Context: an optimization exercise on an open-source flow, tuned for small area, a short achievable clock period and few clock cycles. The choices shown serve that exercise and are no tape-out recipe.
Where RTL was checked, it was by simulation tests only, not by an equivalence proof against the original.

==> inputs of run E <==
Design complex_mean_square, start of the top module:
module complex_mean_square (
    input wire i_clk,
    input wire i_arst,
    input wire i_en,
    input wire [2:0] i_log2_samples,
    input wire        i_valid,
    input wire [31:0] i_y,
    input wire [31:0] i_y_hat,
    output reg        o_valid,
    output reg [63:0] o_data
);
==> module pp_booth, before the edit <==
module pp_booth (
    input  a,
    input  b,
    input  c,
    input  d,
    input  e,
    output y
);
    assign y = ((a & ~d) | (b & ~e)) ^ c;
endmodule
==> module complex_mean_square, before the edit <==
module complex_mean_square (
    input wire i_clk,
    input wire i_arst,
    input wire i_en,
    input wire [2:0] i_log2_samples,
    input wire        i_valid,
    input wire [31:0] i_y,
    input wire [31:0] i_y_hat,
    output reg        o_valid,
    output reg [63:0] o_data
);
    reg        busy_r;       
    reg        skip_r;       
    reg        take_en_r;    
    reg  [6:0] cnt_r;        
    reg  [2:0] k_r;          
    reg        last1_r, last2_r;
    wire       start = ~busy_r & i_en;
    wire       take  = take_en_r & i_valid;
    wire [6:0] n_m1  = ~(7'h7f << k_r);
    wire       last  = take & (cnt_r == n_m1);
    always @(posedge i_clk or posedge i_arst) begin
        if (i_arst) begin
            busy_r    <= 1'b0;
            skip_r    <= 1'b0;
            take_en_r <= 1'b0;
            last1_r   <= 1'b0;
            last2_r   <= 1'b0;
            o_valid   <= 1'b0;
        end else begin
            if (start) begin
                busy_r <= 1'b1;
                skip_r <= 1'b1;
            end
            if (skip_r) begin
                skip_r    <= 1'b0;
                take_en_r <= 1'b1;
            end
            if (last)
                take_en_r <= 1'b0;
            last1_r <= last;
            last2_r <= last1_r;
            o_valid <= last2_r;
            if (last2_r)
                busy_r <= 1'b0;
        end
    end
    always @(posedge i_clk) begin
        if (start) begin
            k_r   <= i_log2_samples;
            cnt_r <= 7'd0;
        end else if (take) begin
            cnt_r <= cnt_r + 7'd1;
        end
    end
    wire [15:0] diff_re, diff_im;
    sub16 sub_re (.a(i_y[15:0]),  .b(i_y_hat[15:0]),  .d(diff_re));
    sub16 sub_im (.a(i_y[31:16]), .b(i_y_hat[31:16]), .d(diff_im));
    reg [31:0] nd1_r;
    always @(posedge i_clk)
        nd1_r <= take ? ~{diff_im, diff_re} : 32'hffffffff;
    wire [31:0] re_s, re_c, im_s, im_c;
    complex_multiplier cpow_calculator (
        .na(nd1_r),
        .re_s(re_s), .re_c(re_c), .im_s(im_s), .im_c(im_c)
    );
    reg [31:0] re_s2_r, re_c2_r, im_s2_r, im_c2_r;
    always @(posedge i_clk) begin
        re_s2_r <= re_s;
        re_c2_r <= re_c;
        im_s2_r <= im_s;
        im_c2_r <= im_c;
    end
    wire [31:0] cs_re_s, cs_re_c, cs_im_s, cs_im_c;
    genvar gi;
    generate
        for (gi = 0; gi < 32; gi = gi + 1) begin : g_csa
            csa_fa fa_re (.a(o_data[gi]), .b(re_s2_r[gi]), .c(re_c2_r[gi]),
                          .s(cs_re_s[gi]), .co(cs_re_c[gi]));
            csa_fa fa_im (.a(o_data[32+gi]), .b(im_s2_r[gi]), .c(im_c2_r[gi]),
                          .s(cs_im_s[gi]), .co(cs_im_c[gi]));
        end
    endgenerate
    wire [31:0] sum_re = cs_re_s + {cs_re_c[30:0], 1'b0};
    wire [31:0] sum_im = cs_im_s + {cs_im_c[30:0], 1'b0};
    wire [2:0]  sh     = last2_r ? k_r : 3'd0;
    wire [31:0] res_re = $signed(sum_re) >>> sh;
    wire [31:0] res_im = $signed(sum_im) >>> sh;
    always @(posedge i_clk)
        o_data <= busy_r ? {res_im, res_re} : 64'd0;
endmodule
==> module sub16, before the edit <==
module sub16 (
    input  [15:0] a,
    input  [15:0] b,
    output [15:0] d
);
    wire [15:0] nb = ~b;
    wire [15:0] p  = a ^ nb;
    wire [15:0] g  = {a[15:1] & nb[15:1], a[0] | nb[0]};
    wire [15:0] g1, p1, g2, p2, g3, p3, g4;
    genvar i;
    generate
        for (i = 0; i < 16; i = i + 1) begin : l
            if (i >= 1) begin
                assign g1[i] = g[i] | p[i] & g[i-1];
                assign p1[i] = p[i] & p[i-1];
            end else begin
                assign g1[i] = g[i];
                assign p1[i] = p[i];
            end
            if (i >= 2) begin
                assign g2[i] = g1[i] | p1[i] & g1[i-2];
                assign p2[i] = p1[i] & p1[i-2];
            end else begin
                assign g2[i] = g1[i];
                assign p2[i] = p1[i];
            end
            if (i >= 4) begin
                assign g3[i] = g2[i] | p2[i] & g2[i-4];
                assign p3[i] = p2[i] & p2[i-4];
            end else begin
                assign g3[i] = g2[i];
                assign p3[i] = p2[i];
            end
            if (i >= 8)
                assign g4[i] = g3[i] | p3[i] & g3[i-8];
            else
                assign g4[i] = g3[i];
        end
    endgenerate
    assign d = p ^ {g4[14:0], 1'b1};
endmodule
export LEC_CHECK = 0
export CAP_MARGIN = 20
export CORE_MARGIN = 2
export CORE_UTILIZATION = 40
export SLEW_MARGIN = 20
export SYNTH_HIERARCHICAL = 1
export SYNTH_MINIMUM_KEEP_SIZE = 0
create_clock -name core_clock -period 13.5 [get_ports {i_clk}]
standard.sh (not shown) runs the stock make flow with config.mk's settings and CLKGATE_MAP_FILE= SYNTH_SCRIPT=/design/flow/synth_recipe.tcl, a recipe that flattens the netlist after the stock synthesis.
==> flow/flow/run.sh <==
#!/bin/bash
# The standard layout, with timing repair aimed at a shorter period than the
# clock's: the constraints are unchanged, repair_timing gets a setup margin
# and may resize cells to other footprints, and the buffers that synthesis
# put in are taken out at floorplan (repair puts back those that are needed).
set -euo pipefail
bash standard.sh SETUP_SLACK_MARGIN=9.5 MATCH_CELL_FOOTPRINT=0 REMOVE_ABC_BUFFERS=1 finish > standard_flow.log 2>&1
==> run A: changes against run E <==
--- a/flow/design.v
+++ b/flow/design.v
@@ -18,4 +18,36 @@
     assign co = a & b;
 endmodule
+module add_sk #(
+    parameter W = 32,
+    parameter L = 5         
+) (
+    input  [W-1:0] a,
+    input  [W-1:0] b,
+    input          ci,
+    output [W-1:0] s
+);
+    wire [W-1:0] p = a ^ b;
+    wire [W-1:0] g = a & b;
+    wire [W-1:0] gg [0:L];
+    wire [W-1:0] pp [0:L];
+    assign gg[0] = {g[W-1:1], g[0] | p[0] & ci};
+    assign pp[0] = p;
+    genvar l, i;
+    generate
+        for (l = 0; l < L; l = l + 1) begin : lv
+            for (i = 0; i < W; i = i + 1) begin : bt
+                if ((i >> l) & 1) begin
+                    localparam integer J = ((i >> l) << l) - 1;
+                    assign gg[l+1][i] = gg[l][i] | pp[l][i] & gg[l][J];
+                    assign pp[l+1][i] = pp[l][i] & pp[l][J];
+                end else begin
+                    assign gg[l+1][i] = gg[l][i];
+                    assign pp[l+1][i] = pp[l][i];
+                end
+            end
+        end
+    endgenerate
+    assign s = p ^ {gg[L][W-2:0], ci};
+endmodule
 module sub16 (
     input  [15:0] a,
@@ -84,14 +116,4 @@
     assign y = ~(a | b);
 endmodule
-module pp_booth (
-    input  a,
-    input  b,
-    input  c,
-    input  d,
-    input  e,
-    output y
-);
-    assign y = ((a & ~d) | (b & ~e)) ^ c;
-endmodule
 module complex_multiplier (
     input  [31:0] na,
@@ -2074,6 +2096,7 @@
         end
     endgenerate
-    wire [31:0] sum_re = cs_re_s + {cs_re_c[30:0], 1'b0};
-    wire [31:0] sum_im = cs_im_s + {cs_im_c[30:0], 1'b0};
+    wire [31:0] sum_re, sum_im;
+    add_sk #(.W(32)) add_re (.a(cs_re_s), .b({cs_re_c[30:0], 1'b0}), .ci(1'b0), .s(sum_re));
+    add_sk #(.W(32)) add_im (.a(cs_im_s), .b({cs_im_c[30:0], 1'b0}), .ci(1'b0), .s(sum_im));
     wire [2:0]  sh     = last2_r ? k_r : 3'd0;
     wire [31:0] res_re = $signed(sum_re) >>> sh;
==> flow/flow/run.sh (replaced) <==
#!/bin/bash
# The standard layout, with timing repair aimed at a shorter period than the
# clock's: the constraints are unchanged, repair_timing gets a setup margin
# and may resize cells to other footprints; the ports get plain buffers.
set -euo pipefail
bash standard.sh SETUP_SLACK_MARGIN=9.5 MATCH_CELL_FOOTPRINT=0 \
  "BUFFER_PORTS_ARGS=-buffer_cell sky130_fd_sc_hd__buf_2" finish > standard_flow.log 2>&1
--- a/flow/config.mk
+++ b/flow/config.mk
@@ -8,5 +8,7 @@
 export CAP_MARGIN = 20
 export CORE_MARGIN = 2
-export CORE_UTILIZATION = 40
+export CORE_UTILIZATION = 60
+export CTS_CLUSTER_DIAMETER = 60
+export CTS_CLUSTER_SIZE = 40
 export SLEW_MARGIN = 20
 export SYNTH_HIERARCHICAL = 1
==> run Y: changes against run E <==
--- a/flow/design.v
+++ b/flow/design.v
@@ -18,44 +18,35 @@
     assign co = a & b;
 endmodule
-module sub16 (
-    input  [15:0] a,
-    input  [15:0] b,
-    output [15:0] d
+module add_sk #(
+    parameter W = 32
+) (
+    input  [W-1:0] a,
+    input  [W-1:0] b,
+    input          ci,
+    output [W-1:0] s
 );
-    wire [15:0] nb = ~b;
-    wire [15:0] p  = a ^ nb;
-    wire [15:0] g  = {a[15:1] & nb[15:1], a[0] | nb[0]};
-    wire [15:0] g1, p1, g2, p2, g3, p3, g4;
-    genvar i;
+    localparam L = $clog2(W);
+    wire [W-1:0] p = a ^ b;
+    wire [W-1:0] g = a & b;
+    wire [W-1:0] gg [0:L];
+    wire [W-1:0] pp [0:L];
+    assign gg[0] = {g[W-1:1], g[0] | p[0] & ci};
+    assign pp[0] = p;
+    genvar l, i;
     generate
-        for (i = 0; i < 16; i = i + 1) begin : l
-            if (i >= 1) begin
-                assign g1[i] = g[i] | p[i] & g[i-1];
-                assign p1[i] = p[i] & p[i-1];
-            end else begin
-                assign g1[i] = g[i];
-                assign p1[i] = p[i];
-            end
-            if (i >= 2) begin
-                assign g2[i] = g1[i] | p1[i] & g1[i-2];
-                assign p2[i] = p1[i] & p1[i-2];
-            end else begin
-                assign g2[i] = g1[i];
-                assign p2[i] = p1[i];
-            end
-            if (i >= 4) begin
-                assign g3[i] = g2[i] | p2[i] & g2[i-4];
-                assign p3[i] = p2[i] & p2[i-4];
-            end else begin
-                assign g3[i] = g2[i];
-                assign p3[i] = p2[i];
+        for (l = 0; l < L; l = l + 1) begin : lv
+            for (i = 0; i < W; i = i + 1) begin : bt
+                if ((i >> l) & 1) begin
+                    localparam integer J = ((i >> l) << l) - 1;
+                    assign gg[l+1][i] = gg[l][i] | pp[l][i] & gg[l][J];
+                    assign pp[l+1][i] = pp[l][i] & pp[l][J];
+                end else begin
+                    assign gg[l+1][i] = gg[l][i];
+                    assign pp[l+1][i] = pp[l][i];
+                end
             end
-            if (i >= 8)
-                assign g4[i] = g3[i] | p3[i] & g3[i-8];
-            else
-                assign g4[i] = g3[i];
         end
     endgenerate
-    assign d = p ^ {g4[14:0], 1'b1};
+    assign s = p ^ {gg[L][W-2:0], ci};
 endmodule
 module complex_adder_subtractor #(
@@ -2047,6 +2038,6 @@
     end
     wire [15:0] diff_re, diff_im;
-    sub16 sub_re (.a(i_y[15:0]),  .b(i_y_hat[15:0]),  .d(diff_re));
-    sub16 sub_im (.a(i_y[31:16]), .b(i_y_hat[31:16]), .d(diff_im));
+    add_sk #(.W(16)) sub_re (.a(i_y[15:0]),  .b(~i_y_hat[15:0]),  .ci(1'b1), .s(diff_re));
+    add_sk #(.W(16)) sub_im (.a(i_y[31:16]), .b(~i_y_hat[31:16]), .ci(1'b1), .s(diff_im));
     reg [31:0] nd1_r;
     always @(posedge i_clk)
@@ -2074,6 +2065,7 @@
         end
     endgenerate
-    wire [31:0] sum_re = cs_re_s + {cs_re_c[30:0], 1'b0};
-    wire [31:0] sum_im = cs_im_s + {cs_im_c[30:0], 1'b0};
+    wire [31:0] sum_re, sum_im;
+    add_sk #(.W(32)) add_re (.a(cs_re_s), .b({cs_re_c[30:0], 1'b0}), .ci(1'b0), .s(sum_re));
+    add_sk #(.W(32)) add_im (.a(cs_im_s), .b({cs_im_c[30:0], 1'b0}), .ci(1'b0), .s(sum_im));
     wire [2:0]  sh     = last2_r ? k_r : 3'd0;
     wire [31:0] res_re = $signed(sum_re) >>> sh;
==> flow/flow/run.sh (replaced) <==
#!/bin/bash
# The standard layout, with timing repair aimed at a shorter period than the
# clock's: the constraints are unchanged, repair_timing gets a setup margin
# and may resize cells to other footprints; the ports get plain buffers.
set -euo pipefail
bash standard.sh SETUP_SLACK_MARGIN=9.5 MATCH_CELL_FOOTPRINT=0 \
  "BUFFER_PORTS_ARGS=-buffer_cell sky130_fd_sc_hd__buf_2" finish > standard_flow.log 2>&1
==> notes.md <==
The highest synthesized area belongs to run E, the lowest to run Y.
The lowest clock-buffer cell count belongs to run A, the highest to run Y.
Non-clock buffer count: run A is lower than run Y (3).
Via count: run Y < run A < run E.
==> figures <==
	run E	run A	run Y
Area fraction of clock buffers and clock inverters	3.16%	3.34%	3.50%
Inverters excl. clock	269	288	310
Result of the run	no timing/DRC/antenna violations	no timing/DRC/antenna violations	no timing/DRC/antenna violations
Total length of routed wires	77200 µm	64500 µm	64000 µm
Number of tap cells inserted	855	539	846
Max frequency	0.246 GHz	0.254 GHz	0.232 GHz
Xor/xnor cell area share of the yosys netlist	2.85%	2.61%	2.56%
Clock buf count	33	30	34
Register Area	4950 µm²	4940 µm²	4940 µm²
Via density	5.50	5.82	5.19
Testbench counts of run E, summed over its fixed seeds: cycles 15,043.
Testbench counts of run A, summed over its fixed seeds: cycles 15,043.
No functional check of the RTL was part of run Y.

==> what the ideal ports hide <==
No port has a modelled driver above. Below, the same layouts with a new extraction and two added sets of constraints. Step 1: set_driving_cell puts a clkbuf_16 on i_clk and a buf_2 on each other input, an assumption about the parent block. Step 2, shift: input delay + t, output delay - t, t = (earliest + latest rising clock arrival at the registers) / 2. This alone moves slack from input paths to output paths. Slacks: ideal ports / drivers / drivers and shift; pairs: ideal ports / drivers.
run	shift t [ns]	setup slack, ns	worst setup path at the end	clock arrival spread, ns	worst slew at a driven data input, ns
run E	0.637	9.430 / 9.463 / 8.827	input to register	0.021 / 0.021	0.05
run A	0.615	9.570 / 9.551 / 9.003	input to register	0.017 / 0.017	0.04
run Y	0.625	9.188 / 9.176 / 8.550	input to register	0.011 / 0.011	0.07
After both steps setup and hold are still met in every run listed. The setup slack of run Y, which loses most, moves by -0.012 ns with the drivers and by -0.638 ns with both steps.
